What follows belongs to an exercise in optimizing a design on an open flow for small area; a production flow would make more cautious choices. At most, simulation tests tie the RTL to the original design; equivalence was not proved. The RTL of run 3 was laid out without a check of its function. No driver is modelled on the clock port, so clocking that relies on it looks cheaper here than on a real chip. Power and IR drop assume default switching activity.

--- flow/run.sh ---
#!/bin/bash
# synth_recipe.tcl (not shown) runs the flow's synth.tcl, then flattens the netlist and writes it again
# the make line also repeats each setting of config.mk as NAME=value (left out here)
make -C /OpenROAD-flow-scripts/flow DESIGN_CONFIG=/design/flow/config.mk WORK_HOME=/design/flow/orfs CLKGATE_MAP_FILE= SYNTH_SCRIPT=/design/flow/synth_recipe.tcl finish
--- flow/constraint.sdc ---
create_clock -name core_clock -period 20.0 [get_ports {i_SysClock}]
set_input_delay 4.0000 -clock core_clock [delete_from_list [all_inputs] [get_ports {i_SysClock}]]
set_output_delay 4.0000 -clock core_clock [all_outputs]
set_load 0.01 [all_outputs]
--- flow/design.v ---
`timescale 1 ns / 1 ps
`default_nettype none
module bt656_tx
    #(
    parameter SYS_CLOCK         = 50000000,
    parameter PIXEL_CLOCK       = 12500000,
    parameter HACT_PIXELS       = 720*2,
    parameter HBLK_PIXELS       = (19+62+57)*2, 
    parameter VACT_LINES_F1     = 240, 
    parameter VBLK_LINES_F1_TOP = 18,
    parameter VBLK_LINES_F1_BOT = 4,
    parameter VACT_LINES_F2     = 240, 
    parameter VBLK_LINES_F2_TOP = 18,
    parameter VBLK_LINES_F2_BOT = 5
    )(
    input wire i_ResetN,
    input wire i_SysClock,
    input wire i_TxValid,
    input wire i_InterlaceMode,
    input wire i_FirstField,
    input wire [15:0] i_FirstLine,
    output wire [7:0] o_Data,
    output wire o_PixelClock,
    output wire o_Vsignal,
    output wire o_Hsignal,
    output wire o_Fsignal
    );
    localparam s_MSB4BIT_VBLK_EAV     = 4'b1011;  
    localparam s_MSB4BIT_VBLK_EAV2SAV = 4'b0011;  
    localparam s_MSB4BIT_VBLK_SAV     = 4'b0111;  
    localparam s_MSB4BIT_VBLK_HACT    = 4'b0001;  
    localparam s_MSB4BIT_VACT_EAV     = 4'b1010;  
    localparam s_MSB4BIT_VACT_EAV2SAV = 4'b0010;  
    localparam s_MSB4BIT_VACT_SAV     = 4'b0110;  
    localparam s_MSB4BIT_VACT_HACT    = 4'b0000;  
    localparam s_LSB1BIT_F1           = 1'b0;
    localparam s_LSB1BIT_F2           = 1'b1;
    reg [4:0] status, next_status;  
    reg [$clog2(SYS_CLOCK / PIXEL_CLOCK) - 1:0] prescaler_count;
    reg [$clog2(HACT_PIXELS + HBLK_PIXELS):0] pixel_count;
    wire [$clog2(HACT_PIXELS + HBLK_PIXELS):0] pixel_count_max;
    reg [$clog2(VACT_LINES_F2 + VBLK_LINES_F2_TOP + VBLK_LINES_F2_BOT):0] line_count;
    wire [$clog2(VACT_LINES_F2 + VBLK_LINES_F2_TOP + VBLK_LINES_F2_BOT):0] line_count_max;
    reg Vsignal;
    reg Hsignal;
    reg Fsignal;
    reg EAVsignal;
    reg SAVsignal;
    reg [31:0] Dout;
    reg [3:0] byte_count;
    reg InterlaceMode;
    reg displaying;
    reg field_id;
    wire PixelClock;
    wire PixelEnable;
    wire [7:0] EmbbedSync;
    wire bitP3,bitP2,bitP1,bitP0;
    wire VBLK_HACT_to_VACT_EAV_Cond;
    wire VACT_HACT_to_VBLK_EAV_Cond;
    wire DISPLAYER_OUT_Cond;
    wire TRIG_DISPLAYER_Cond;
    assign DISPLAYER_OUT_Cond = (displaying == 1 && i_ResetN);
    assign TRIG_DISPLAYER_Cond = (i_TxValid && displaying == 0);
    assign o_Vsignal = DISPLAYER_OUT_Cond ? Vsignal : 1;
    assign o_Hsignal = DISPLAYER_OUT_Cond ? Hsignal : 1;
    assign o_Fsignal = DISPLAYER_OUT_Cond ? Fsignal : 0;
    assign o_Data = DISPLAYER_OUT_Cond ? Dout[31:24] : 0;
    assign o_PixelClock = DISPLAYER_OUT_Cond ? ~PixelClock : 0;
    assign PixelClock = prescaler_count[$clog2(SYS_CLOCK / PIXEL_CLOCK) - 1];
    assign PixelEnable = (prescaler_count == {1'b0, {($clog2(SYS_CLOCK / PIXEL_CLOCK) - 1){1'b1}}});
    always @(posedge i_SysClock, negedge i_ResetN) begin : FreqDivisor
        if (!i_ResetN) begin
            prescaler_count <= 0;
        end else begin
            prescaler_count <= prescaler_count + 1;
        end
    end
    assign pixel_count_max = (HACT_PIXELS + HBLK_PIXELS - 1);
    always @(posedge i_SysClock, negedge i_ResetN) begin : PixelCounter
        if (!i_ResetN) begin
            pixel_count <= 0;
        end else if (PixelEnable) begin
            if (TRIG_DISPLAYER_Cond) begin
                pixel_count <= 0;
            end else if (displaying == 1) begin
                if (pixel_count == pixel_count_max) begin
                    pixel_count <= 0;
                end else begin
                    pixel_count <= pixel_count + 1;
                end
            end
        end
    end
    assign line_count_max = next_status[0] == s_LSB1BIT_F1 ? (VACT_LINES_F1 + VBLK_LINES_F1_TOP + VBLK_LINES_F1_BOT - 1) : (VACT_LINES_F2 + VBLK_LINES_F2_TOP + VBLK_LINES_F2_BOT - 1);
    always @(posedge i_SysClock, negedge i_ResetN) begin : LineCounter
        if (!i_ResetN) begin
            line_count <= 0;
            field_id <= s_LSB1BIT_F1;
        end else if (PixelEnable) begin
            if (TRIG_DISPLAYER_Cond) begin
                line_count <= i_FirstLine;
                field_id <= i_FirstField;
            end else if (displaying == 1) begin
                if (pixel_count == pixel_count_max) begin
                    if (line_count == line_count_max) begin
                        line_count <= 0;
                        field_id <= ~field_id;
                    end else begin
                        line_count <= line_count + 1;
                    end
                end
            end
        end
    end
    always @(posedge i_SysClock, negedge i_ResetN) begin : UpdateStatusMachine
        if (!i_ResetN) begin
            status <= {s_MSB4BIT_VBLK_EAV, s_LSB1BIT_F1};
            displaying <= 0;
        end else if (PixelEnable) begin
            if (TRIG_DISPLAYER_Cond) begin
                displaying <= 1;
            end else if (displaying == 1) begin
                status <= next_status;
            end
        end
    end
    always @(posedge i_SysClock, negedge i_ResetN) begin : InterlaceModeSelector
        if (!i_ResetN) begin
            InterlaceMode <= 0;
        end else if (PixelEnable && TRIG_DISPLAYER_Cond) begin
            InterlaceMode <= i_InterlaceMode;
        end
    end
    always @(posedge i_SysClock) begin : SyncGen
        if (PixelEnable) begin
            EAVsignal <= next_status[4];
            SAVsignal <= next_status[3];
            Hsignal <= next_status[2];
            Vsignal <= next_status[1];
            Fsignal <= next_status[0];
        end
    end
    assign bitP3 = next_status[1] ^ (~next_status[3]);
    assign bitP2 = next_status[0] ^ (~next_status[3]);
    assign bitP1 = next_status[0] ^ next_status[1];
    assign bitP0 = (next_status[0] ^ next_status[1]) ^ (~next_status[3]);
    assign EmbbedSync = {1'b1,next_status[0],next_status[1],(~next_status[3]),bitP3,bitP2,bitP1,bitP0};
    always @(posedge i_SysClock, negedge i_ResetN) begin : DataOut
        if (!i_ResetN) begin
            byte_count <= 0;
            Dout <= 0;
        end else if (PixelEnable) begin
            if (displaying == 0) begin
                Dout <= 0;
            end else if (next_status[4] || next_status[3]) begin
                Dout <= byte_count == 0 ? {24'hFF0000,EmbbedSync} : {Dout[23:0],Dout[31:24]};
            end else if (next_status[2]) begin
                Dout <= byte_count == 0 ? 32'h80108010 : {Dout[23:0],Dout[31:24]};
            end else begin
                Dout <= byte_count == 0 ? {8'h25,8'hAA,8'h5A,8'h55} : {Dout[23:0],Dout[31:24]};  
            end
            if (displaying == 0) begin
                byte_count <= 0;
            end else begin
                byte_count <= byte_count != 3 ? byte_count + 1 : 0;
            end
        end
    end
    assign VBLK_HACT_to_VACT_EAV_Cond = next_status[0] == s_LSB1BIT_F1 ? (line_count == VBLK_LINES_F1_TOP) : (line_count == VBLK_LINES_F2_TOP);
    assign VACT_HACT_to_VBLK_EAV_Cond = next_status[0] == s_LSB1BIT_F1 ? (line_count == (VACT_LINES_F1 + VBLK_LINES_F1_TOP)) : (line_count == (VACT_LINES_F2 + VBLK_LINES_F2_TOP));
    always @(*) begin : NextStatusMachine
        next_status[0] = InterlaceMode == 0 ? s_LSB1BIT_F1 : field_id;
        case (status[4:1])
            s_MSB4BIT_VBLK_EAV: begin
                if (pixel_count == 4)
                    next_status[4:1] = s_MSB4BIT_VBLK_EAV2SAV;
                else
                    next_status[4:1] = s_MSB4BIT_VBLK_EAV;
            end
            s_MSB4BIT_VBLK_EAV2SAV: begin
                if (pixel_count == (HBLK_PIXELS - 4))
                    next_status[4:1] = s_MSB4BIT_VBLK_SAV;
                else
                    next_status[4:1] = s_MSB4BIT_VBLK_EAV2SAV;
            end
            s_MSB4BIT_VBLK_SAV: begin
                 if (pixel_count == HBLK_PIXELS)
                    next_status[4:1] = s_MSB4BIT_VBLK_HACT;
                 else
                    next_status[4:1] = s_MSB4BIT_VBLK_SAV;
            end
            s_MSB4BIT_VBLK_HACT: begin
                if (pixel_count == 0 && VBLK_HACT_to_VACT_EAV_Cond)
                    next_status[4:1] = s_MSB4BIT_VACT_EAV;
                else if (pixel_count == 0)
                    next_status[4:1] = s_MSB4BIT_VBLK_EAV;
                else
                    next_status[4:1] = s_MSB4BIT_VBLK_HACT;
            end
            s_MSB4BIT_VACT_EAV: begin
                if (pixel_count == 4)
                    next_status[4:1] = s_MSB4BIT_VACT_EAV2SAV;
                else
                    next_status[4:1] = s_MSB4BIT_VACT_EAV;
            end
            s_MSB4BIT_VACT_EAV2SAV: begin
                if (pixel_count == (HBLK_PIXELS - 4))
                    next_status[4:1] = s_MSB4BIT_VACT_SAV;
                else
                    next_status[4:1] = s_MSB4BIT_VACT_EAV2SAV;
            end
            s_MSB4BIT_VACT_SAV: begin
                if (pixel_count == HBLK_PIXELS)
                    next_status[4:1] = s_MSB4BIT_VACT_HACT;
                else
                    next_status[4:1] = s_MSB4BIT_VACT_SAV;
            end
            s_MSB4BIT_VACT_HACT: begin
                if (pixel_count == 0 && (line_count == 0 || VACT_HACT_to_VBLK_EAV_Cond)) begin
                    next_status[4:1] = s_MSB4BIT_VBLK_EAV;
                end else if (pixel_count == 0) begin
                    next_status[4:1] = s_MSB4BIT_VACT_EAV;
                end else begin
                    next_status[4:1] = s_MSB4BIT_VACT_HACT;
                end
            end
            default: begin
                next_status[4:1] = s_MSB4BIT_VBLK_EAV;
            end
        endcase
    end
endmodule
`resetall
--- flow/config.mk ---
export PLATFORM = sky130hd
export DESIGN_NAME = bt656_tx
export DESIGN_NICKNAME = bt656_tx
export VERILOG_FILES = /design/flow/design.v
export SDC_FILE = /design/flow/constraint.sdc
export NUM_CORES = 8
export LEC_CHECK = 0
export CAP_MARGIN = 20
export CORE_MARGIN = 2
export CORE_UTILIZATION = 40
export SLEW_MARGIN = 20
==> results of run 1 <==
layer usage:
metal,vias to the layer above,track usage
met5,-,0
met4,0,0.0717
met3,7,0.0258
met2,59,0.274
met1,1442,0.260
li1,1441,-
critical path, delay by kind of cell:
family	cells	cell delay (ns)
buffers and inverters	3	1.69
and+or+nand+nor	2	0.44
metrics by stage:
stage	worst slack (ns)	area [µm²]	total power [µW]	std cells
2_1_floorplan	11.64	3690	146	385
3_3_place_gp	9.78	4020	153	503
3_5_place_dp	9.74	4020	153	503
4_1_cts	9.75	4250	287	519
5_1_grt	9.52	4250	294	519
6_report	9.86	4250	283	519
power by group through the flow:
stage | Combinational (µW) | Clock (µW) | Sequential, µW
2_1_floorplan | 0.954 | 0 | 145
3_3_place_gp | 8.06 | 0 | 145
3_5_place_dp | 8.21 | 0 | 145
4_1_cts | 8.20 | 137 | 142
5_1_grt | 8.90 | 143 | 142
6_report | 7.90 | 133 | 142
cells in the final DEF (no fill, tap or decap), types with 3 or more instances in the layout:
cell type        netlist  layout
nand2b_1               3       3
buf_4                  0       3
o21ai_0               34      34
o41ai_1                3       3
dfstp_2                3       3
nor3b_1                3       3
ha_1                   8       8
inv_6                  0       4
dfrtp_1               64      64
mux2_2                 3       3
o31ai_1                3       3
xnor2_1                4       4
nand3_1               14      14
edfxtp_1               3       3
clkdlybuf4s50_1        0      25
inv_1                 16      16
nor2_1                26      25
and2_1                 4       4
a21oi_1               12      12
nor3_1                 3       3
clkbuf_8               0       9
nor4_1                 6       6
a221o_1                9       9
xor2_1                 3       3
nor2b_1                9       9
a22o_1                 7       7
and3_1                13      13
nand2_1               48      48
or2_2                  3       3
nand4_1                5       5
a22oi_1                4       4
or4_1                  4       4
a31oi_1                4       4
o2bb2ai_1             15      15
layout make-up:
type,count,share of cell area
Clock inverter,7,0.0244
Multi-Input combinational cell,276,0.417
Tap cell,111,0.0327
Sequential cell,70,0.416
Inverter,17,0.0150
Timing Repair Buffer,29,0.0653
Clock buffer,9,0.0291
final timing paths:
| check | end | from | cells past startpoint | slack [ns] |
|---|---|---|---|---|
| setup / recovery | o_Vsignal | i_ResetN | 5 | 9.86 |
| hold / removal | prescaler_count[0] | prescaler_count[0] | 1 | 0.43 |
| setup reg to reg | line_count[3] | pixel_count[3] | 6 | 17.05 |
| hold reg to reg | prescaler_count[0] | prescaler_count[0] | 1 | 0.43 |
| max in group asynchronous | Dout[7] | i_ResetN | 2 | 15.26 |
| min in group asynchronous | prescaler_count[0] | i_ResetN | 1 | 3.77 |
cell families after synthesis:
group,count (synthesis)
XOR/XNOR,7
AND/OR/NAND/NOR,151
buffers and inverters,39
adder cells (fa/ha/maj),8
multiplexers,6
AO/OA/AOI/OAI,104
flip-flops,70
sequential cells by signal, indices dropped and copies added, names as in the netlist:
register	flops
Dout	32
pixel_count	12
line_count	10
byte_count	4
status	4
prescaler_count	2
Fsignal	1
Hsignal	1
InterlaceMode	1
Vsignal	1
displaying	1
field_id	1
==> out/metrics.cfg, run 1 <==
[floorplanning]
start_util = 0.405
ios = 33
die_h_um = 100
rows = 35
core-area_um2 = 9110
die_w_um = 100
die_area_um2 = 10000

[yosys]
ys_seq_elements = 70
synth_top_area_share = 0.434
synth_top_family_by_area = simple AND/OR/NAND/NOR gates
synth-edff-count = 3
yosysMostFrequentCell = dfrtp_1
synth_flop_cell = dfrtp_1
avgSynthCellArea_um2 = 9.59
synth_area_um2 = 3690
synth-seq-area-share = 0.479
synthArstFlopShare = 0.957
synth_common_cells = 64 x dfrtp_1, 48 x nand2_1, 34 x o21ai_0, 26 x nor2_1, 19 x clkbuf_1
synth_cells = 385
synth_xor_area_frac = 0.0166
yosysWarnings = 1
synth_top_area_cell = dfrtp_1
synth-simple-area-share = 0.216
syn-num-nets = 414
synth-adder-area-share = 0.0271
synth_compound_area_frac = 0.202
yosysUniqueCellTypes = 53
synth.mux.area_fraction = 0.0183
netlist_top_cells_area = dfrtp_1 43%, nand2_1 4.9%, o21ai_0 4.6%

[layout]
register_area_um2 = 1770
syn2layout_area_growth_pct = 15.2
insertedDiodeCount = 0
filler_cell_count = 871
final_nets = 432
finish.utilization = 0.467
drive_above_1_share = 0.0907
multi_input_comb_area_um2 = 1770

[clocking]
path_clk_slew_ns = 0.08
post_cts_buffers = 0
hold_buffers = 0
clock-root-buffer = clkbuf_8
numCtsBuffers = 9
post_cts_resized = 0
h-tree-depth = 3
cts_buffer_depth = 2
cts_tree = yes
cts.sinks = 70
insertion_delay_ns = 0.35

[detailed_routing]
wl_met1_um = 3980
dr_wl_met3_um = 320
finalWirelength_um = 8220
num_vias = 2949
vias_per_cell = 5.68
top_layer = met4
routedWlPerCell_um = 15.8
drc = 0
routed-wl-met2_um = 3820
detail-route-antenna-nets = 0
first_pass_iters = 4
drtIter0Drc = 139

[grt]
grt_max_degree = 40
grt_pass1_vias = 2800
antenna_found_initial = 0
grt.overflow.total = 0
grt_use_total = 0.180
grt_pass1_wl_um = 14200

[worst_hold_path]
min_path_type = flop to flop

[worst_setup_path]
critPathArrivalTime_ns = 6.14
worstPathCellList = buf_2 -> buf_4 -> nand2_1 -> or2_2 -> clkdlybuf4s50_1
critPathRequiredTime_ns = 16.00
max_stage_delay_ns = 0.68
crit_slowest_cell = buf_2
endpoint_kind = output pin
critPathKind = primary input to output pin
crit_fanout = 39
start_kind = primary input

[placement]
finalWeightedCongestion = 0.898
port_buffers = 26
dpl.hpwl_um = 5440

[timing]
hold_viol_final = 0
maxSlewViolCount = 0
setup_viol = 0
worstMarginPinSlew_ns = 1.04
rsz0062_at_grt = false
fin_crit_sh = 0.507
fin_worst_skew_ns = 0.00821
final.setup.tns_ns = 0
holdWs_ns = 0.431
max_freq_ghz = 0.0986
max_slew_margin = 0.303
period_needed_ns = 10.14

[power]
p_leak_uw = 0.00176
irDropWorstVdd_v = 0.0000323
clock_power_share = 0.470
pwr-share-seq = 0.502
p_sw_frac = 0.230
netSwitchingPower_uw = 65.0
comb_power_share = 0.028
power.internal_uw = 218
powerDensity_nw_per_um2 = 66.6

[flow_run]
maxCapViolCount = 0

[status]
status = complete, no violations

==> run 2: changes to the inputs <==
==> flow/design.v (replaced) <==
`timescale 1 ns / 1 ps
`default_nettype none
module bt656_tx
    #(
    parameter SYS_CLOCK         = 50000000,
    parameter PIXEL_CLOCK       = 12500000,
    parameter HACT_PIXELS       = 720*2,
    parameter HBLK_PIXELS       = (19+62+57)*2,
    parameter VACT_LINES_F1     = 240,
    parameter VBLK_LINES_F1_TOP = 18,
    parameter VBLK_LINES_F1_BOT = 4,
    parameter VACT_LINES_F2     = 240,
    parameter VBLK_LINES_F2_TOP = 18,
    parameter VBLK_LINES_F2_BOT = 5
    )(
    input wire i_ResetN,
    input wire i_SysClock,
    input wire i_TxValid,
    input wire i_InterlaceMode,
    input wire i_FirstField,
    input wire [15:0] i_FirstLine,
    output wire [7:0] o_Data,
    output wire o_PixelClock,
    output wire o_Vsignal,
    output wire o_Hsignal,
    output wire o_Fsignal
    );
    reg [1:0]  presc;      
    reg        disp;       
    reg        im;         
    reg        fld;        
    reg        vb;         
    reg [8:0]  line;       
    reg [10:0] pos;        
    wire [8:0] w = pos[10:2];
    wire [1:0] b = pos[1:0];
    wire tick = ~presc[1] & presc[0];
    wire adv  = tick & disp;
    wire eol  = pos[10] & pos[9] & pos[7] & pos[5] & pos[4] & pos[1] & pos[0];
    wire pre  = pos[10] & pos[9] & pos[8];
    wire nxl  = adv & eol & ~pos[8];
    wire eof  = line[8] & line[2] & (fld ? line[1] : line[0]);
    always @(posedge i_SysClock, negedge i_ResetN) begin
        if (!i_ResetN) begin
            presc <= 2'd0;
            disp  <= 1'b0;
            pos   <= {11{1'b1}};
            vb    <= 1'b1;
        end else begin
            presc <= presc + 2'd1;
            if (tick & i_TxValid)
                disp <= 1'b1;
            if (adv)
                pos <= eol ? 11'd0 : pos + 11'd1;
            if (nxl & (vb ? (line == 9'd17) : (line[8] & line[0])))
                vb <= ~vb;
        end
    end
    always @(posedge i_SysClock) begin
        if (!disp) begin
            im   <= i_InterlaceMode;
            fld  <= i_InterlaceMode & i_FirstField;
            line <= i_FirstLine[8:0];
        end else if (nxl) begin
            if (eof) begin
                line <= 9'd0;
                fld  <= im & ~fld;
            end else begin
                line <= line + 9'd1;
            end
        end
    end
    wire sync = (w == 9'd0) | (w == 9'd68);
    wire hact = (w >= 9'd69) & ~pre;
    wire hx   = ~w[2];                 
    wire [7:0] xy = {1'b1, fld, vb, hx, vb ^ hx, fld ^ hx, fld ^ vb, fld ^ vb ^ hx};
    reg [7:0] data;
    always @(*) begin
        if (pre)
            data = 8'h00;
        else if (sync)
            case (b)
                2'd0: data = 8'hFF;
                2'd3: data = xy;
                default: data = 8'h00;
            endcase
        else if (!hact)
            data = b[0] ? 8'h10 : 8'h80;
        else
            case (b)
                2'd0: data = 8'h25;
                2'd1: data = 8'hAA;
                2'd2: data = 8'h5A;
                default: data = 8'h55;
            endcase
    end
    assign o_Data       = data;
    assign o_PixelClock = disp & ~presc[1];
    assign o_Vsignal    = vb;
    assign o_Hsignal    = ~hact;
    assign o_Fsignal    = fld & ~pre;
endmodule
`resetall
==> out/metrics.cfg, run 2 <==
[worst_setup_path]
rr_endpoint = fld
r2r_slack_ns = 18.00  ; +0.95 ns
critPathRequiredTime_ns = 16.00  ; about the same
r2r_cells = 7  ; +1
critPathArrivalTime_ns = 2.78  ; -3.36 ns
start_kind = flop
endpoint_kind = output pin
crit_fanout = 9  ; -77%
critPathKind = flop to output pin
r2r_start = presc[1]

[yosys]
synth_top_area_cell = edfxtp_1
synth_common_cells = 22 x nand2_1, 16 x nor2_1, 13 x nand3_1, 12 x dfstp_2, 11 x edfxtp_1
synth_area_um2 = 1710  ; -54%
synth-edff-count = 11  ; +8
synth_cells = 186  ; -52%
synthArstFlopShare = 0.577  ; -0.380
syn-num-nets = 214  ; -48%
yosysWarnings = 1  ; unchanged
yosysUniqueCellTypes = 38  ; -28%
synth_flop_cell = dfstp_2
ys_seq_elements = 26  ; -63%
avgSynthCellArea_um2 = 9.18  ; -4.3%
synth-seq-area-share = 0.422  ; -0.0572
yosysMostFrequentCell = nand2_1
netlist_top_cells_area = edfxtp_1 19%, dfstp_2 18%, ha_1 5.1%
synth_top_area_share = 0.194  ; -0.240

[layout]
drive_above_1_share = 0.101  ; +0.0103
insertedDiodeCount = 0  ; unchanged
largest_reg_flops = 11  ; -66%
multi_input_comb_area_um2 = 915  ; -48%
final_common_cell = clkdlybuf4s50_1
register_area_um2 = 721  ; -59%
reg.largest.list = pos (11), line (9), presc (2)
finalInstanceArea_um2 = 2030  ; -52%
final_nets = 237  ; -45%
largest_register = pos
final_cell_mix = 25 x clkdlybuf4s50_1, 22 x nand2_1, 16 x nor2_1
filler_cell_count = 392  ; -55%
syn2layout_area_growth_pct = 19.2

[detailed_routing]
detail-route-antenna-nets = 0  ; unchanged
drtIter0Drc = 54  ; -61%
num_vias = 1398  ; -53%
first_pass_iters = 4  ; unchanged
routedWlPerCell_um = 13.6  ; -14%
drc = 0  ; unchanged
vias_per_cell = 5.42  ; -4.6%
finalWirelength_um = 3500  ; -57%

[floorplanning]
core-area_um2 = 4060  ; -55%
die_h_um = 69.3  ; -31%
die_w_um = 69.3  ; -31%
start_util = 0.421  ; +0.0152
rows = 23  ; -34%
die_area_um2 = 4810  ; -52%
ios = 33  ; unchanged

[clocking]
post_cts_resized = 0  ; unchanged
clock-root-buffer = clkbuf_8
path_clk_slew_ns = 0.08  ; about the same
h-tree-depth = 1  ; -2
numCtsBuffers = 3  ; -6
cts.sinks = 26  ; -63%
insertion_delay_ns = 0.26  ; -0.09 ns
cts_tree = yes
hold_buffers = 0  ; unchanged
cts_buffer_depth = 2  ; unchanged
post_cts_buffers = 0  ; unchanged

[placement]
finalWeightedCongestion = 0.854  ; -4.9%
dpl.hpwl_um = 2620  ; -52%
placed_area_um2 = 1990  ; -51%
port_buffers = 25  ; -3.8%

[grt]
antenna_found_initial = 0  ; unchanged
use_met1 = 0.224  ; -0.0359
grt_max_degree = 16  ; -60%
grt.busiest_layer = met2
grt_pass1_vias = 1414  ; -50%
use_met3 = 0.0233  ; -0.00251
grt.overflow.total = 0  ; unchanged
grt_pass1_wl_um = 6330  ; -55%
grt_use_met2 = 0.256  ; -0.0180
grt_use_total = 0.157  ; -0.0226

[timing]
max_slew_margin = 0.492  ; +0.189
fin_worst_skew_ns = 0.00762  ; -0.000588 ns
max_freq_ghz = 0.147  ; +50%
worstMarginPinSlew_ns = 0.756  ; -0.287 ns
hold_viol_final = 0  ; unchanged
rsz0062_at_grt = false
final.setup.tns_ns = 0  ; unchanged
setup_viol = 0  ; unchanged
fin_crit_sh = 0.339  ; -0.168
holdWs_ns = 0.427  ; -0.00436 ns
maxSlewViolCount = 0  ; unchanged
period_needed_ns = 6.78  ; -3.36 ns

[power]
irDropWorstVdd_v = 0.0000347  ; +7.6%
p_leak_uw = 0.000747  ; -58%
powerDensity_nw_per_um2 = 43.4  ; -35%

[flow_run]
maxCapViolCount = 0  ; unchanged

[worst_hold_path]
min_path_type = flop to flop
min_from = presc[0]
whs_endpoint = presc[0]
hold_depth = 1  ; unchanged

[status]
status = complete, no violations

[run 2: cell count changes after synthesis, moves of 9 or more]
cell	previous run	this run
o21ai_0	34	9
nand2_1	48	22
dfrtp_1	64	3
dfstp_2	3	12
nor2_1	26	16
a221o_1	9	0
clkbuf_1	19	7
[run 2: worst max path at each step]
stage / start / end / slack, ns / cells past startpoint
global route: pos[9] / o_Data[5] / 13.14 / 5
floorplan: pos[9] / o_Data[1] / 14.00 / 5
global placement: pos[9] / o_Data[5] / 13.54 / 5
detailed placement: pos[9] / o_Data[5] / 13.52 / 5
CTS: pos[9] / o_Data[5] / 13.22 / 5
finish: pos[9] / o_Data[5] / 13.22 / 5
[run 2: layout make-up]
cell class,instances,area share
Multi-Input combinational cell,143,0.450
Sequential cell,26,0.354
Timing Repair Buffer,26,0.127
Tap cell,50,0.0308
Clock buffer,4,0.0221
Inverter,9,0.0166
[run 2: through the flow]
stage,power (µW),setup WS (ns),instances,util
global placement,59.7,13.54,254,0.490
CTS,89.5,13.22,258,0.501
global route,92.4,13.14,258,0.501
detailed placement,59.7,13.52,254,0.490
floorplan,56.5,14.00,186,-
finish,88.3,13.22,258,0.501
[run 2: cell families (layout without fill, tap and decap cells)]
| kind of cell | count (synthesis) | after routing | share of synthesized area |
|---|---|---|---|
| AO/OA/AOI/OAI | 41 | 41 | 0.166 |
| XOR/XNOR | 18 | 18 | 0.0924 |
| adder cells (fa/ha/maj) | 7 | 7 | 0.0513 |
| buffers and inverters | 17 | 39 | 0.0418 |
| flip-flops | 26 | 26 | 0.422 |
| multiplexers | 1 | 1 | 0.00587 |
| AND/OR/NAND/NOR | 76 | 76 | 0.220 |
[run 2: metal layers]
layer | routed length [µm] | vias up
li1 | - | 713
met4 | 12 | 0
met1 | 1780 | 658
met2 | 1610 | 25
met5 | 0 | -
met3 | 95 | 2
[run 2: worst max-delay path, stage by stage (launching register included)]
cell	delay [ns]
dfstp_2	0.40
or4_4	0.55
or4_4	0.59
or2_4	0.28
o32ai_1	0.12
clkdlybuf4s50_1	0.58
[run 2: power breakdown]
part | total [µW] | internal (µW) | leakage (µW) | switching [µW]
logic | 3.22 | 2.26 | 0.000468 | 0.961
clock network | 29.7 | 14.2 | 0.0000228 | 15.5
registers | 55.4 | 55.4 | 0.000257 | 0
total | 88.3 | 71.9 | 0.000747 | 16.5
==> run 3: changes to the inputs <==
--- a/flow/design.v
+++ b/flow/design.v
@@ -32,4 +32,5 @@
     reg        vb;         
     reg [8:0]  line;       
+    reg        cy;         
     reg [10:0] pos;        
     wire [8:0] w = pos[10:2];
@@ -37,13 +38,19 @@
     wire tick = ~presc[1] & presc[0];
     wire adv  = tick & disp;
-    wire eol  = pos[10] & pos[9] & pos[7] & pos[5] & pos[4] & pos[1] & pos[0];
-    wire pre  = pos[10] & pos[9] & pos[8];
-    wire nxl  = adv & eol & ~pos[8];
-    wire eof  = line[8] & line[2] & (fld ? line[1] : line[0]);
+    wire [11:0] inc = {1'b0, pos} + 12'd1;
+    wire eol  = inc[11];                
+    wire pre  = ~w[8] & ~w[7] & ~w[5] & ~w[3] & ~w[2] & ~w[0];                  
+    wire eav  = ~w[8] & ~w[7] & ~w[5] & ~w[3] & ~w[2] & w[0];                   
+    wire sav  = ~w[8] & ~w[6] & ~w[5] & w[4] & ~w[3] & w[2] & w[1] & w[0];      
+    wire nxl  = adv & eol;
+    wire hact = w[8] | (w[7] & (w[6] | w[5] | (w[4] & w[3])));               
+    wire shift = adv & hact;
+    wire [8:0] ln = {line[0], line[8:1]};
+    wire eof  = ln[8] & ln[2] & (fld ? ln[1] : ln[0]);
     always @(posedge i_SysClock, negedge i_ResetN) begin
         if (!i_ResetN) begin
             presc <= 2'd0;
             disp  <= 1'b0;
-            pos   <= {11{1'b1}};
+            pos   <= 11'd331;
             vb    <= 1'b1;
         end else begin
@@ -52,6 +59,6 @@
                 disp <= 1'b1;
             if (adv)
-                pos <= eol ? 11'd0 : pos + 11'd1;
-            if (nxl & (vb ? (line == 9'd17) : (line[8] & line[0])))
+                pos <= inc[10:0] | {2'b00, eol, 1'b0, eol, 2'b00, eol, eol, 2'b00};
+            if (nxl & (vb ? (ln == 9'd17) : (ln[8] & ln[0])))
                 vb <= ~vb;
         end
@@ -62,16 +69,16 @@
             fld  <= i_InterlaceMode & i_FirstField;
             line <= i_FirstLine[8:0];
-        end else if (nxl) begin
-            if (eof) begin
-                line <= 9'd0;
-                fld  <= im & ~fld;
-            end else begin
-                line <= line + 9'd1;
-            end
+            cy   <= 1'b0;
+        end else if (nxl & eof) begin
+            line <= 9'd0;
+            fld  <= im & ~fld;
+            cy   <= 1'b0;
+        end else if (shift) begin
+            line <= {line[0] ^ cy, line[8:1]};
+            cy   <= nxl | (cy & line[0]);
         end
     end
-    wire sync = (w == 9'd0) | (w == 9'd68);
-    wire hact = (w >= 9'd69) & ~pre;
-    wire hx   = ~w[2];                 
+    wire sync = eav | sav;
+    wire hx   = ~w[7];                 
     wire [7:0] xy = {1'b1, fld, vb, hx, vb ^ hx, fld ^ hx, fld ^ vb, fld ^ vb ^ hx};
     reg [7:0] data;
==> flow/flow/run.sh (new file) <==
#!/bin/bash
# The standard ORFS layout (standard.sh, standard synthesis unchanged) with three
# changes that only touch buffering:
#  - the port buffers are the smallest buffer, buf_1;
#  - CTS builds its tree from clkbuf_8 without dummy loads;
#  - after CTS the root clock buffer, which drives only the leaf buffers, is shrunk to clkbuf_1.
# ORFS writes each step's log under orfs/logs; make's own output goes to flow_make.log here.
set -euo pipefail
HERE=$(pwd)
export BUFFER_PORTS_ARGS="-buffer_cell sky130_fd_sc_hd__buf_1"
export CTS_ARGS="-sink_clustering_enable -repair_clock_nets -dont_use_dummy_load -buf_list sky130_fd_sc_hd__clkbuf_8 -root_buf sky130_fd_sc_hd__clkbuf_8"
export POST_CTS_TCL="$HERE/flow/post_cts.tcl"
bash standard.sh finish > "$HERE/flow_make.log" 2>&1
==> flow/flow/post_cts.tcl (new file) <==
# Shrink the clock buffers that the clock port drives directly (the root of the tree,
# which drives only the leaf buffers) to clkbuf_1.
set net [[ord::get_db_block] findNet i_SysClock]
foreach it [$net getITerms] {
  set inst [$it getInst]
  if {[string match "*clkbuf*" [[$inst getMaster] getName]]} {
    puts "post_cts: [$inst getName] [[$inst getMaster] getName] -> sky130_fd_sc_hd__clkbuf_1"
    replace_cell [$inst getName] sky130_fd_sc_hd__clkbuf_1
  }
}
==> flow/standard.sh (new file) <==
#!/bin/bash
# synth_recipe.tcl (not shown) runs the flow's synth.tcl, then flattens the netlist and writes it again
# the make line also repeats each setting of config.mk as NAME=value (left out here)
make -C /OpenROAD-flow-scripts/flow DESIGN_CONFIG=/design/flow/config.mk WORK_HOME=/design/flow/orfs CLKGATE_MAP_FILE= SYNTH_SCRIPT=/design/flow/synth_recipe.tcl "${@:-finish}"
removed: flow/run.sh
==> out/metrics.cfg, run 3 <==
[yosys]
synth_top_area_share = 0.210  ; +0.0165
avgSynthCellArea_um2 = 10.8  ; +17%
synth_cells = 146  ; -22%
synth-seq-area-share = 0.466  ; +0.0439
syn-num-nets = 173  ; -19%
yosysUniqueCellTypes = 50  ; +32%
synth-edff-count = 11  ; unchanged
synth_flop_cell = edfxtp_1
netlist_top_cells_area = edfxtp_1 21%, dfrtp_1 14%, dfstp_2 10%
synth_top_area_cell = edfxtp_1
yosysMostFrequentCell = nand2_1
synth_area_um2 = 1570  ; -7.8%
synth_common_cells = 13 x nand2_1, 11 x edfxtp_1, 10 x xnor2_1, 9 x dfrtp_1
synthArstFlopShare = 0.556  ; -0.0214
ys_seq_elements = 27  ; +3.8%
yosysWarnings = 1  ; unchanged

[timing]
fin_worst_skew_ns = 0.0176  ; +0.00993 ns
worstMarginPinSlew_ns = 0.830  ; +0.0738 ns
fin_crit_sh = 0.306  ; -0.0332
holdWs_ns = 0.429  ; +0.00202 ns
max_freq_ghz = 0.163  ; +11%
hold_viol_final = 0  ; unchanged
max_slew_margin = 0.447  ; -0.0458
rsz0062_at_grt = false
setup_viol = 0  ; unchanged
maxSlewViolCount = 0  ; unchanged
final.setup.tns_ns = 0  ; unchanged
period_needed_ns = 6.12  ; -0.663 ns

[layout]
drive_above_1_share = 0.130  ; +0.0292
reg.largest.list = pos (11), line (9), presc (2)
largest_register = pos
filler_cell_count = 356  ; -9.2%
final_cell_mix = 25 x buf_1, 13 x nand2_1, 11 x edfxtp_1
syn2layout_area_growth_pct = 10.0
final_nets = 198  ; -16%
insertedDiodeCount = 0  ; unchanged
largest_reg_flops = 11  ; unchanged
final_common_cell = buf_1

[grt]
grt_use_total = 0.153  ; -0.00431
grt_pass1_vias = 1094  ; -23%
grt.overflow.total = 0  ; unchanged
antenna_found_initial = 0  ; unchanged
grt_max_degree = 17  ; +1
grt_pass1_wl_um = 5260  ; -17%

[worst_setup_path]
crit_buf_inv = 2  ; +1
critPathTopFamily = flip-flops
crit_slowest_cell = dfstp_2
endpoint_kind = output pin
crit_top_cell = a21oi_1
max_stage_delay_ns = 0.61  ; +0.02 ns
critPathKind = flop to output pin
critPathArrivalTime_ns = 2.12  ; -0.66 ns
r2r_cells = 6  ; -1
critPathRequiredTime_ns = 16.00  ; about the same
crit_cells = 6  ; +1
worstPathCellList = inv_1 -> ha_1 -> a211oi_2 -> a21oi_1 -> a21oi_1 -> buf_1
crit_fanout = 6  ; -3
start_kind = flop

[placement]
port_buffers = 25  ; unchanged
dpl.hpwl_um = 2320  ; -11%
finalWeightedCongestion = 0.809  ; -5.3%

[floorplanning]
die_w_um = 66.7  ; -3.8%
core-area_um2 = 3720  ; -8.4%
die_h_um = 66.7  ; -3.8%
start_util = 0.423  ; +0.00263
rows = 22  ; -4.3%
die_area_um2 = 4450  ; -7.4%
ios = 33  ; unchanged

[worst_hold_path]
min_path_type = flop to flop
hold_depth = 1  ; unchanged

[power]
p_leak_uw = 0.000699  ; -6.5%
irDropWorstVdd_v = 0.0000310  ; -11%
powerDensity_nw_per_um2 = 48.8  ; +12%

[clocking]
path_clk_slew_ns = 0.10  ; +0.02 ns
cts_tree = yes
insertion_delay_ns = 0.34  ; +0.08 ns
cts.sinks = 27  ; +3.8%

[detailed_routing]
drtIter0Drc = 23  ; -57%
drc = 0  ; unchanged
vias_per_cell = 5.48  ; +1.2%
detail-route-antenna-nets = 0  ; unchanged
routedWlPerCell_um = 14.3  ; +5.1%
finalWirelength_um = 3090  ; -12%
first_pass_iters = 4  ; unchanged
num_vias = 1190  ; -15%

[status]
status = complete, no violations

[flow_run]
maxCapViolCount = 0  ; unchanged

[run 3: layer usage]
layer,wire length (µm),global-route usage,vias up
li1,-,-,591
met1,1530,0.213,570
met2,1430,0.250,27
met3,119,0.0169,2
met4,20,0.0459,0
met5,0,0,-
[run 3: cell type report]
| cell class | count | area, µm² | share of cell area |
|---|---|---|---|
| flip-flops and latches | 27 | 733 | 0.424 |
| well taps | 48 | 60.1 | 0.0347 |
| clock buffers | 3 | 31.3 | 0.0181 |
| multi-input cells | 106 | 782 | 0.452 |
| inverters | 8 | 30.0 | 0.0174 |
| repair buffers | 25 | 93.8 | 0.0542 |
[run 3: worst paths after layout]
check | from | endpoint | slack (ns)
worst max-delay path | pos[0] | o_Data[3] | 13.88
worst min-delay path | presc[0] | presc[0] | 0.43
worst max register to register | presc[1] | line[8] | 17.44
worst min register to register | presc[0] | presc[0] | 0.43
max in group asynchronous | i_ResetN | pos[10] | 15.74
min in group asynchronous | i_ResetN | presc[1] | 3.73
[run 3: power breakdown]
part           leakage (µW)  switching (µW)  internal (µW)
Sequential         0.000250               0           57.3
Clock             0.0000156            15.7           9.84
Combinational      0.000433            1.01          0.602
[run 3: through the flow]
step	instance area, µm²	std cells	power [µW]	utilization	setup WS [ns]
after floorplan	1570	146	58.5	-	14.45
after global routing	1730	217	87.8	0.466	13.70
final	1730	217	84.5	0.466	13.88
after detailed placement	1700	214	60.1	0.457	14.26
after global placement	1700	214	60.0	0.457	14.29
[run 3: kinds of logic (layout without fill, tap and decap cells)]
logic type | Yosys count | after routing | synth area share
compound gates | 37 | 37 | 0.174
xor+xnor | 12 | 12 | 0.0668
simple gates | 49 | 49 | 0.194
mux | 2 | 2 | 0.0143
buf+inv | 13 | 36 | 0.0366
flops | 27 | 27 | 0.466
fa+ha+maj | 6 | 6 | 0.0477
==> run 4: changes to the inputs <==
--- a/flow/design.v
+++ b/flow/design.v
@@ -28,9 +28,8 @@
     reg [1:0]  presc;      
     reg        disp;       
-    reg        im;         
     reg        fld;        
     reg        vb;         
-    reg [8:0]  line;       
-    reg        cy;         
+    reg [10:0] ring;
+    reg        cy;
     reg [10:0] pos;        
     wire [8:0] w = pos[10:2];
@@ -45,6 +44,6 @@
     wire nxl  = adv & eol;
     wire hact = w[8] | (w[7] & (w[6] | w[5] | (w[4] & w[3])));               
-    wire shift = adv & hact;
-    wire [8:0] ln = {line[0], line[8:1]};
+    wire [8:0] ln = {ring[5:0], ring[10:8]};     
+    wire im = ring[6];                            
     wire eof  = ln[8] & ln[2] & (fld ? ln[1] : ln[0]);
     always @(posedge i_SysClock, negedge i_ResetN) begin
@@ -66,15 +65,16 @@
     always @(posedge i_SysClock) begin
         if (!disp) begin
-            im   <= i_InterlaceMode;
             fld  <= i_InterlaceMode & i_FirstField;
-            line <= i_FirstLine[8:0];
+            ring <= {1'b0, i_InterlaceMode, i_FirstLine[8:0]};
             cy   <= 1'b0;
-        end else if (nxl & eof) begin
-            line <= 9'd0;
-            fld  <= im & ~fld;
-            cy   <= 1'b0;
-        end else if (shift) begin
-            line <= {line[0] ^ cy, line[8:1]};
-            cy   <= nxl | (cy & line[0]);
+        end else begin
+            if (nxl & eof) begin
+                fld  <= im & ~fld;
+                ring <= {5'd0, ring[6], 5'd0};
+                cy   <= 1'b0;
+            end else begin
+                ring <= {ring[0], ring[10:8], ring[7] ^ cy, ring[6:1]};
+                cy   <= nxl | (cy & ring[7]);
+            end
         end
     end
==> out/metrics.cfg, run 4 <==
[yosys]
synth_top_area_share = 0.159  ; -0.0510
synth-adder-area-share = 0.0497  ; +0.00198
synth_top_area_cell = dfxtp_1
synth_top_family_by_area = simple AND/OR/NAND/NOR gates
synthArstFlopShare = 0.536  ; -0.0198
yosysUniqueCellTypes = 43  ; -14%
synth_flop_cell = dfxtp_1
ys_seq_elements = 28  ; +3.7%
synth_area_um2 = 1510  ; -4.0%
yosysMostFrequentCell = nand2_1
syn-num-nets = 175  ; +1.2%
synth_common_cells = 15 x nand2_1, 12 x dfxtp_1, 9 x a22o_1, 9 x dfrtp_1, 9 x nor2_1
synth-seq-area-share = 0.432  ; -0.0337
synth-simple-area-share = 0.191  ; -0.00273
synth_xor_area_frac = 0.0812  ; +0.0144
netlist_top_cells_area = dfxtp_1 16%, dfrtp_1 15%, dfstp_2 10%
yosysWarnings = 1  ; unchanged
synth_compound_area_frac = 0.157  ; -0.0168
synth_cells = 148  ; +1.4%
synth.mux.area_fraction = 0.0431  ; +0.0288
avgSynthCellArea_um2 = 10.2  ; -5.3%
synth-edff-count = 1  ; -10

[grt]
grt_max_degree = 17  ; unchanged
grt.overflow.total = 0  ; unchanged
grt_pass1_wl_um = 5180  ; -1.6%
grt_use_total = 0.156  ; +0.00257
antenna_found_initial = 0  ; unchanged
grt_pass1_vias = 1102  ; +0.73%

[floorplanning]
die_h_um = 65.4  ; -1.9%
die_area_um2 = 4280  ; -3.7%
start_util = 0.416  ; -0.00760
die_w_um = 65.4  ; -1.9%
core-area_um2 = 3630  ; -2.2%
ios = 33  ; unchanged
rows = 22  ; unchanged

[timing]
worstMarginPinSlew_ns = 0.788  ; -0.0424 ns
layout_setup_ws_ns = 13.89  ; +0.00490 ns
fin_worst_skew_ns = 0.0119  ; -0.00563 ns
holdWs_ns = 0.424  ; -0.00478 ns
maxSlewViolCount = 0  ; unchanged
max_freq_ghz = 0.164  ; about the same
setup_viol = 0  ; unchanged
max_slew_margin = 0.475  ; +0.0283
fin_crit_sh = 0.306  ; about the same
hold_viol_final = 0  ; unchanged
final.setup.tns_ns = 0  ; unchanged
rsz0062_at_grt = false
period_needed_ns = 6.11  ; -0.00490 ns

[worst_hold_path]
whs_endpoint = presc[0]
min_from = presc[0]
hold_depth = 1  ; unchanged
min_path_type = flop to flop

[detailed_routing]
finalWirelength_um = 2850  ; -7.7%
detail-route-antenna-nets = 0  ; unchanged
routed-wl-met2_um = 1330  ; -6.7%
first_pass_iters = 4  ; unchanged
drtIter0Drc = 33  ; +43%
dr_wl_met3_um = 86  ; -28%
top_layer = met4
vias_per_cell = 5.09  ; -7.2%
num_vias = 1104  ; -7.2%
drc = 0  ; unchanged
routedWlPerCell_um = 13.2  ; -7.7%
wl_met1_um = 1410  ; -7.4%

[power]
irDropWorstVdd_v = 0.0000413  ; +33%
power.internal_uw = 67.1  ; -0.98%
p_total_uw = 83.4  ; -1.3%
powerDensity_nw_per_um2 = 50.4  ; +3.2%
p_sw_frac = 0.195  ; -0.00269
comb_power_share = 0.019  ; about the same
pwr-share-seq = 0.680  ; +0.002
p_leak_uw = 0.000762  ; +9.1%
clock_power_share = 0.301  ; -0.002
netSwitchingPower_uw = 16.3  ; -2.7%

[clocking]
insertion_delay_ns = 0.33  ; about the same
cts.sinks = 28  ; +3.7%
path_clk_slew_ns = 0.09  ; about the same
cts_tree = yes

[worst_setup_path]
critPathKind = flop to output pin
endpoint_kind = output pin
critPathRequiredTime_ns = 16.00  ; about the same
rr_endpoint = fld
r2r_start = pos[1]
r2r_cells = 4  ; -2
crit_fanout = 7  ; +1
critPathArrivalTime_ns = 2.11  ; about the same
start_kind = flop
r2r_slack_ns = 18.03  ; +0.59 ns

[layout]
multi_input_comb_area_um2 = 790  ; +0.96%
reg.largest.list = pos (11), ring (11), presc (2)
register_area_um2 = 653  ; -11%
final_nets = 198  ; unchanged
insertedDiodeCount = 0  ; unchanged
drive_above_1_share = 0.124  ; -0.00592
finish.utilization = 0.455  ; -0.0104
syn2layout_area_growth_pct = 9.53
final_cell_mix = 25 x buf_1, 15 x nand2_1, 12 x dfxtp_1
final_common_cell = buf_1
filler_cell_count = 375  ; +5.3%

[placement]
pre_cts_slack_ns = 14.25  ; -0.00620 ns
finalWeightedCongestion = 0.850  ; +5.1%
port_buffers = 25  ; unchanged
dpl.hpwl_um = 2170  ; -6.7%

[flow_run]
maxCapViolCount = 0  ; unchanged

[status]
status = complete, no violations

[run 4: changes by cell type in the layout (fill, tap and decap cells not counted), sizes merged, moves of 3 or more]
cell,before,now
dfxtp,1,12
edfxtp,11,1
xor2,2,7
nor2,5,9
a211oi,4,1
nor3,2,5
o21ai,4,1
xnor2,10,7
[run 4: cell families after synthesis]
kind of cell | count (synthesis)
xor gates and xnor gates | 14
buffers and inverters | 14
adders and majority gates | 6
muxes | 6
DFF | 28
AOI/OAI and AO/OA | 29
and+or+nand+nor | 51
[run 4: critical path: stages (launching register included)]
cell and delay [ns]:
dfstp_2 0.62, inv_1 0.11, ha_1 0.39, mux2_2 0.37, a21oi_1 0.13, buf_1 0.16
[run 4: routing by layer]
metal | track usage | vias to the layer above
li1 | - | 566
met1 | 0.215 | 511
met2 | 0.251 | 25
met3 | 0.0188 | 2
met4 | 0.0547 | 0
met5 | 0 | -
[run 4: power groups by stage]
stage | combinational (µW) | clock, µW | sequential [µW]
2_1_floorplan | 0.146 | 0 | 57.8
3_5_place_dp | 1.73 | 0 | 57.8
3_3_place_gp | 1.67 | 0 | 57.8
6_report | 1.61 | 25.1 | 56.7
5_1_grt | 1.95 | 28.4 | 56.7
[run 4: final cells by class]
cell class	count	area share
multi-input combinational	106	0.477
inverter	7	0.0159
sequential	28	0.395
clock buffer	3	0.0189
tap	48	0.0363
timing repair buffer	25	0.0567
[run 4: stage by stage]
stage,area [µm²],cells
after floorplan,1510,148
after global placement,1620,214
after detailed placement,1620,214
after global routing,1650,217
final,1650,217
[run 4: worst max path at each step]
stage / depth (start not counted) / startpoint / slack [ns] / to
2_1_floorplan: 4 / pos[0] / 14.46 / o_Data[1]
3_5_place_dp: 5 / pos[0] / 14.25 / o_Data[1]
6_report: 5 / pos[0] / 13.89 / o_Data[1]
5_1_grt: 6 / pos[0] / 13.67 / o_Data[4]
3_3_place_gp: 5 / pos[0] / 14.31 / o_Data[3]
==> run 5: changes to the inputs <==
==> flow/flow/run.sh (replaced) <==
#!/bin/bash
# The standard ORFS layout (standard.sh) with changes that touch only how the
# combinational logic is mapped and how ports and the clock are buffered:
#  - synthesis is ORFS's own (synth_recipe.tcl, same registers and names), with ABC's
#    area script replaced by flow/abc_area.script (ABC_AREA=1, from a copy of the
#    ORFS scripts folder that differs only in that file);
#  - the port buffers are the smallest buffer, buf_1;
#  - CTS builds its tree from clkbuf_8 without dummy loads, and after CTS the root
#    clock buffer, which drives only the leaf buffers, is shrunk to clkbuf_1.
# ORFS writes each step's log under orfs/logs; make's output goes to flow_*.log here.
set -euo pipefail
HERE=$(pwd)
rm -rf "$HERE/scripts_abc"
cp -r "$FLOW_HOME/scripts" "$HERE/scripts_abc"
cp "$HERE/flow/abc_area.script" "$HERE/scripts_abc/abc_area.script"
bash standard.sh SCRIPTS_DIR="$HERE/scripts_abc" ABC_AREA=1 synth > "$HERE/flow_synth.log" 2>&1
export BUFFER_PORTS_ARGS="-buffer_cell sky130_fd_sc_hd__buf_1"
export CTS_ARGS="-sink_clustering_enable -repair_clock_nets -dont_use_dummy_load -buf_list sky130_fd_sc_hd__clkbuf_8 -root_buf sky130_fd_sc_hd__clkbuf_8"
export POST_CTS_TCL="$HERE/flow/post_cts.tcl"
bash standard.sh finish > "$HERE/flow_make.log" 2>&1
==> flow/flow/abc_area.script (new file) <==
&get -n
&deepsyn -J 100 -T 300
&put
dch -f
amap
topo
stime -c
==> out/metrics.cfg, run 5 <==
[status]
status = complete, no violations

[timing]
rsz0062_at_grt = false
worstMarginPinSlew_ns = 0.800  ; +0.0120 ns
setup_viol = 0  ; unchanged
max_slew_margin = 0.467  ; -0.00803
maxSlewViolCount = 0  ; unchanged
hold_viol_final = 0  ; unchanged
fin_worst_skew_ns = 0.0141  ; +0.00216 ns
period_needed_ns = 6.49  ; +0.378 ns
max_freq_ghz = 0.154  ; -5.8%
final.setup.tns_ns = 0  ; unchanged
fin_crit_sh = 0.325  ; +0.0189

[power]
p_leak_uw = 0.000594  ; -22%
p_total_uw = 83.8  ; +0.49%
powerDensity_nw_per_um2 = 55.4  ; +9.9%
irDropWorstVdd_v = 0.0000203  ; -51%

[layout]
final_common_cell = clkinv_1
drive_above_1_share = 0.0440  ; -0.0803
multi_input_comb_area_um2 = 582  ; -26%
final_cell_mix = 26 x clkinv_1, 25 x buf_1, 20 x nor2_1
reg.largest.list = pos (11), ring (11), presc (2)
insertedDiodeCount = 0  ; unchanged
register_area_um2 = 653  ; unchanged
syn2layout_area_growth_pct = 13.5
final_nets = 211  ; +6.6%
filler_cell_count = 335  ; -11%

[yosys]
yosysWarnings = 1  ; unchanged
ys_seq_elements = 28  ; unchanged
netlist_top_cells_area = dfxtp_1 18%, dfrtp_1 17%, dfstp_2 12%
synth-seq-area-share = 0.490  ; +0.0577
syn-num-nets = 181  ; +3.4%
synth_common_cells = 26 x clkinv_1, 20 x nor2_1, 14 x nand2_1, 14 x o21ai_0, 12 x dfxtp_1
synth_flop_cell = dfxtp_1
yosysMostFrequentCell = clkinv_1
synth_area_um2 = 1330  ; -12%
synth-edff-count = 1  ; unchanged
avgSynthCellArea_um2 = 8.65  ; -15%
synth_top_area_share = 0.180  ; +0.0212
yosysUniqueCellTypes = 28  ; -35%
synthArstFlopShare = 0.536  ; unchanged
synth_top_area_cell = dfxtp_1
synth_cells = 154  ; +4.1%

[placement]
finalWeightedCongestion = 0.824  ; -3.0%
port_buffers = 25  ; unchanged
dpl.hpwl_um = 2140  ; -1.1%

[floorplanning]
die_h_um = 61.7  ; -5.7%
die_area_um2 = 3810  ; -11%
rows = 20  ; -9.1%
die_w_um = 61.7  ; -5.7%
ios = 33  ; unchanged
start_util = 0.429  ; +0.0138
core-area_um2 = 3100  ; -15%

[worst_hold_path]
hold_depth = 1  ; unchanged
min_path_type = flop to flop
whs_endpoint = presc[0]
min_from = presc[0]

[worst_setup_path]
critPathKind = flop to output pin
critPathArrivalTime_ns = 2.49  ; +0.38 ns
critPathRequiredTime_ns = 16.00  ; about the same
crit_fanout = 5  ; -2
rr_endpoint = fld
start_kind = flop
r2r_slack_ns = 17.02  ; -1.01 ns
endpoint_kind = output pin
r2r_cells = 14  ; +10
r2r_start = presc[1]

[detailed_routing]
routedWlPerCell_um = 11.7  ; -11%
num_vias = 1153  ; +4.4%
detail-route-antenna-nets = 0  ; unchanged
drc = 0  ; unchanged
vias_per_cell = 5.10  ; +0.28%
finalWirelength_um = 2650  ; -7.0%
drtIter0Drc = 59  ; +79%
first_pass_iters = 4  ; unchanged

[flow_run]
maxCapViolCount = 0  ; unchanged

[grt]
grt_use_total = 0.161  ; +0.00494
grt_pass1_wl_um = 4460  ; -14%
grt.overflow.total = 0  ; unchanged
grt_max_degree = 17  ; unchanged
grt_pass1_vias = 1070  ; -2.9%
antenna_found_initial = 0  ; unchanged

[clocking]
cts_tree = yes
insertion_delay_ns = 0.37  ; +0.04 ns
cts.sinks = 28  ; unchanged
path_clk_slew_ns = 0.09  ; about the same

run 5: changes by cell type in the layout (fill, tap and decap cells not counted), sizes merged, moves of 3 or more:
cell    change
o22ai       +5
xnor2       -7
o21ai      +13
mux2        -4
nand4       -3
nor2       +11
nor3        -3
inv         -7
xor2        -7
clkinv     +26
run 5: report_power, final:
part           switching, µW  total (µW)  internal, µW
clock                   15.9        25.7          9.79
sequential                 0        56.5          56.5
combinational          0.981        1.59         0.613
run 5: cell type report:
class	count	share of cell area
Multi-Input combinational cell	100	0.385
Inverter	26	0.0645
Timing Repair Buffer	25	0.0620
Clock buffer	3	0.0207
Tap cell	44	0.0364
Sequential cell	28	0.432
run 5: metrics by stage:
| step | std cells | hold WS (ns) | area (µm²) | util | setup slack [ns] |
|---|---|---|---|---|---|
| finish | 226 | 0.449 | 1510 | 0.488 | 13.51 |
| global route | 226 | 0.473 | 1510 | 0.488 | 13.27 |
| detailed placement | 223 | 0.446 | 1480 | 0.477 | 13.91 |
| global placement | 223 | 0.440 | 1480 | 0.477 | 13.94 |
| floorplan | 154 | 0.424 | 1330 | - | 14.18 |
run 5: how the worst max path moves through the flow:
| stage | end | start |
|---|---|---|
| 6_report | o_Data[1] | pos[10] |
| 5_1_grt | o_Data[1] | pos[10] |
| 3_5_place_dp | o_Data[1] | pos[10] |
| 3_3_place_gp | o_Data[2] | pos[6] |
| 2_1_floorplan | o_Data[7] | pos[10] |
run 5: critical path, cell delays in order (launching register included):
cell and delay [ns]:
dfrtp_1 0.43, or2_0 0.24, or3_1 0.36, nor3_1 0.13, o21ai_0 0.14, clkinv_1 0.12
nand3_1 0.15, nor2_1 0.20, a21oi_1 0.10, o21ai_0 0.08, buf_1 0.16
run 5: cell families (layout without fill, tap and decap cells):
group | count (synthesis) | after routing | synth area share
compound gates | 43 | 43 | 0.208
buf+inv | 26 | 54 | 0.0732
simple gates | 51 | 51 | 0.172
fa+ha+maj | 6 | 6 | 0.0563
flops | 28 | 28 | 0.490
run 5: routing by layer:
metal / track usage / wire length [µm] / vias up
met4: 0.0729 / 41 / 0
met3: 0.0311 / 124 / 4
met2: 0.254 / 1130 / 31
met5: 0 / 0 / -
met1: 0.214 / 1360 / 518
li1: - / - / 600
==> run 6: changes to the inputs <==
--- a/flow/design.v
+++ b/flow/design.v
@@ -35,5 +35,5 @@
     wire [8:0] w = pos[10:2];
     wire [1:0] b = pos[1:0];
-    wire tick = ~presc[1] & presc[0];
+    wire tick = ~presc[1] & presc[0];     
     wire adv  = tick & disp;
     wire [11:0] inc = {1'b0, pos} + 12'd1;
@@ -54,5 +54,5 @@
             vb    <= 1'b1;
         end else begin
-            presc <= presc + 2'd1;
+            presc <= {presc[0], ~presc[1]};
             if (tick & i_TxValid)
                 disp <= 1'b1;
==> out/metrics.cfg, run 6 <==
[yosys]
synth_cells = 148  ; -3.9%
yosysMostFrequentCell = clkinv_1
synth_common_cells = 25 x clkinv_1, 19 x nor2_1, 12 x dfxtp_1, 12 x nand2_1, 9 x dfrtp_1
synthArstFlopShare = 0.536  ; unchanged
synth-seq-area-share = 0.493  ; +0.00324
synth_xor_area_frac = 0  ; unchanged
ys_seq_elements = 28  ; unchanged
synth_area_um2 = 1320  ; -0.66%
avgSynthCellArea_um2 = 8.94  ; +3.4%
synth_top_area_share = 0.181  ; +0.00119
synth_top_area_cell = dfxtp_1
synth-simple-area-share = 0.181  ; +0.00964
synth-edff-count = 1  ; unchanged
yosysWarnings = 1  ; unchanged
synth_compound_area_frac = 0.207  ; -0.00146
syn-num-nets = 174  ; -3.9%
synth.mux.area_fraction = 0  ; unchanged
synth_flop_cell = dfxtp_1
synth-adder-area-share = 0.0473  ; -0.00908
netlist_top_cells_area = dfxtp_1 18%, dfrtp_1 17%, dfstp_2 12%
yosysUniqueCellTypes = 30  ; +7.1%
synth_top_family_by_area = compound AO/OA/AOI/OAI gates

[clocking]
insertion_delay_ns = 0.33  ; -0.04 ns
cts.sinks = 28  ; unchanged
cts_tree = yes
path_clk_slew_ns = 0.08  ; about the same

[layout]
final_nets = 204  ; -3.3%
multi_input_comb_area_um2 = 577  ; -0.86%
filler_cell_count = 339  ; +1.2%
insertedDiodeCount = 0  ; unchanged
drive_above_1_share = 0.0455  ; +0.00150
register_area_um2 = 653  ; unchanged
syn2layout_area_growth_pct = 13.6  ; about the same
final_cell_mix = 25 x clkinv_1, 25 x buf_1, 19 x nor2_1
reg.largest.list = pos (11), ring (11), presc (2)
final_cells = 220  ; -2.7%

[power]
powerDensity_nw_per_um2 = 55.9  ; +0.95%
clock_power_share = 0.309  ; +0.002
p_leak_uw = 0.000555  ; -6.5%
netSwitchingPower_uw = 17.1  ; +1.2%
pwr-share-seq = 0.672  ; -0.002
irDropWorstVdd_v = 0.0000314  ; +55%
p_sw_frac = 0.203  ; +0.00172
comb_power_share = 0.019  ; about the same
power.internal_uw = 67.0  ; +0.15%

[timing]
maxSlewViolCount = 0  ; unchanged
fin_worst_skew_ns = 0.00823  ; -0.00585 ns
max_freq_ghz = 0.150  ; -2.3%
final.setup.tns_ns = 0  ; unchanged
worstMarginPinSlew_ns = 0.887  ; +0.0877 ns
setup_viol = 0  ; unchanged
fin_crit_sh = 0.332  ; +0.00770
layout_setup_ws_ns = 13.36  ; -0.154 ns
max_slew_margin = 0.404  ; -0.0630
rsz0062_at_grt = false
hold_viol_final = 0  ; unchanged
period_needed_ns = 6.64  ; +0.154 ns

[grt]
grt_use_total = 0.155  ; -0.00543
grt_max_degree = 17  ; unchanged
grt_pass1_wl_um = 4420  ; -1.1%
grt_pass1_vias = 1026  ; -4.1%
grt.overflow.total = 0  ; unchanged
antenna_found_initial = 0  ; unchanged

[worst_setup_path]
crit_slowest_cell = dfrtp_1
startpoint = pos[5]
r2r_start = disp
critPathKind = flop to output pin
critPathRequiredTime_ns = 16.00  ; about the same
worstPathCellList = clkinv_1 -> nor2_1 -> nor4_1 -> nand4_1 -> o21ai_0 -> and3_1 -> nand2_1 -> nor2_1 -> nor2_1 -> a32oi_1 -> buf_1
crit_top_cell = nor2_1
start_kind = flop
critPathArrivalTime_ns = 2.64  ; +0.15 ns
crit_fanout = 5  ; unchanged
endpoint_kind = output pin
max_stage_delay_ns = 0.37  ; -0.06 ns

[detailed_routing]
routedWlPerCell_um = 12.1  ; +3.5%
dr_wl_met3_um = 89  ; -28%
drc = 0  ; unchanged
finalWirelength_um = 2670  ; +0.72%
routed-wl-met2_um = 1230  ; +9.2%
detail-route-antenna-nets = 0  ; unchanged
num_vias = 1131  ; -1.9%
first_pass_iters = 4  ; unchanged
vias_per_cell = 5.14  ; +0.77%
wl_met1_um = 1330  ; -2.1%
drtIter0Drc = 47  ; -20%
top_layer = met4

[status]
status = complete, no violations

[placement]
dpl.hpwl_um = 2120  ; -0.88%
finalWeightedCongestion = 0.794  ; -3.7%
port_buffers = 25  ; unchanged
dp.cells = 217  ; -2.7%
pre_cts_slack_ns = 13.71  ; -0.204 ns

[flow_run]
maxCapViolCount = 0  ; unchanged

[worst_hold_path]
min_from = presc[0]
min_path_type = flop to flop

[floorplanning]
rows = 20  ; unchanged
die_area_um2 = 3790  ; -0.61%
die_h_um = 61.5  ; -0.31%
core-area_um2 = 3100  ; unchanged
die_w_um = 61.5  ; -0.31%
start_util = 0.427  ; -0.00282
ios = 33  ; unchanged

run 6: cell count changes after synthesis, sizes merged, moves of 2 or more:
cell,change
o21ai,-7
a22oi,+3
o22ai,-2
or2,+2
nor3,+4
nand4,+2
a21oi,-2
nand2,-2
run 6: path summary, 6_finish.rpt:
check | to | slack, ns | cells after the start
max | o_Data[4] | 13.36 | 11
min | presc[1] | 0.41 | 0
max reg2reg | fld | 16.00 | 12
min reg2reg | presc[1] | 0.41 | 0
max in group asynchronous | pos[9] | 15.79 | 1
min in group asynchronous | disp | 3.72 | 1
run 6: final cells by class:
| cell class | instances | area share |
|---|---|---|
| inverters | 25 | 0.0624 |
| well taps | 44 | 0.0366 |
| flip-flops and latches | 28 | 0.434 |
| repair buffers | 25 | 0.0624 |
| multi-input cells | 95 | 0.384 |
| clock buffers | 3 | 0.0208 |
run 6: logic make-up after synthesis:
kind of cell / Yosys count
AO/OA/AOI/OAI: 38
adder cells (fa/ha/maj): 5
buffers and inverters: 25
flip-flops: 28
AND/OR/NAND/NOR: 52
run 6: power by group through the flow:
stage	clock, µW	sequential [µW]	combinational, µW
2_1_floorplan	0	57.7	0.140
3_3_place_gp	0	57.7	1.62
3_5_place_dp	0	57.7	1.68
5_1_grt	29.5	56.5	1.89
6_report	26.0	56.5	1.57
run 6: critical path, delay by kind of cell (launching register included):
family                 cells  cell delay (ns)
DFF                        1             0.37
and+or+nand+nor            7             1.17
AOI/OAI and AO/OA          2             0.52
buffers and inverters      2             0.25
run 6: routing by layer:
layer  global-route usage  up-vias
met2                0.254       18
met1                0.215      525
met5                    0        -
met3               0.0189        2
met4               0.0456        0
li1                     -      586
run 6: stage by stage:
step,power (µW),util,hold WS [ns],cell area [µm²]
2_1_floorplan,57.8,-,0.374,1320
3_3_place_gp,59.3,0.475,0.389,1470
3_5_place_dp,59.3,0.475,0.400,1470
5_1_grt,87.9,0.485,0.435,1500
6_report,84.1,0.485,0.409,1500

-- port drivers added, routing unchanged --
No port has a modelled driver above. Below, the same layouts with a new extraction and two added sets of constraints.
Step 1: set_driving_cell puts a clkbuf_16 on i_SysClock and a buf_2 on each other input, an assumption about the parent block.
Step 2 adds t to the input delays and takes it off the output delays; t is the mean of the earliest and latest rising clock arrival at the registers after step 1. Input paths then give back, and output paths get back, about the clock's delay inside the block.
a / b / c = ideal ports / drivers / drivers and shift; a / b = the first two.
run | t (ns) | setup slack, ns | worst register clock-pin slew, ns
run 1 | 0.377 | 9.861 / 9.835 / 9.835 | 0.09 / 0.09
run 2 | 0.285 | 13.219 / 13.194 / 13.479 | 0.09 / 0.09
run 3 | 0.351 | 13.882 / 13.860 / 14.211 | 0.10 / 0.10
run 4 | 0.346 | 13.887 / 13.865 / 14.211 | 0.09 / 0.09
run 5 | 0.381 | 13.509 / 13.488 / 13.869 | 0.09 / 0.09
run 6 | 0.344 | 13.355 / 13.334 / 13.678 | 0.09 / 0.09
After both steps setup and hold are still met in every run listed. The setup slack of run 1, which loses most, moves by -0.026 ns with the drivers and by -0.026 ns with both steps.
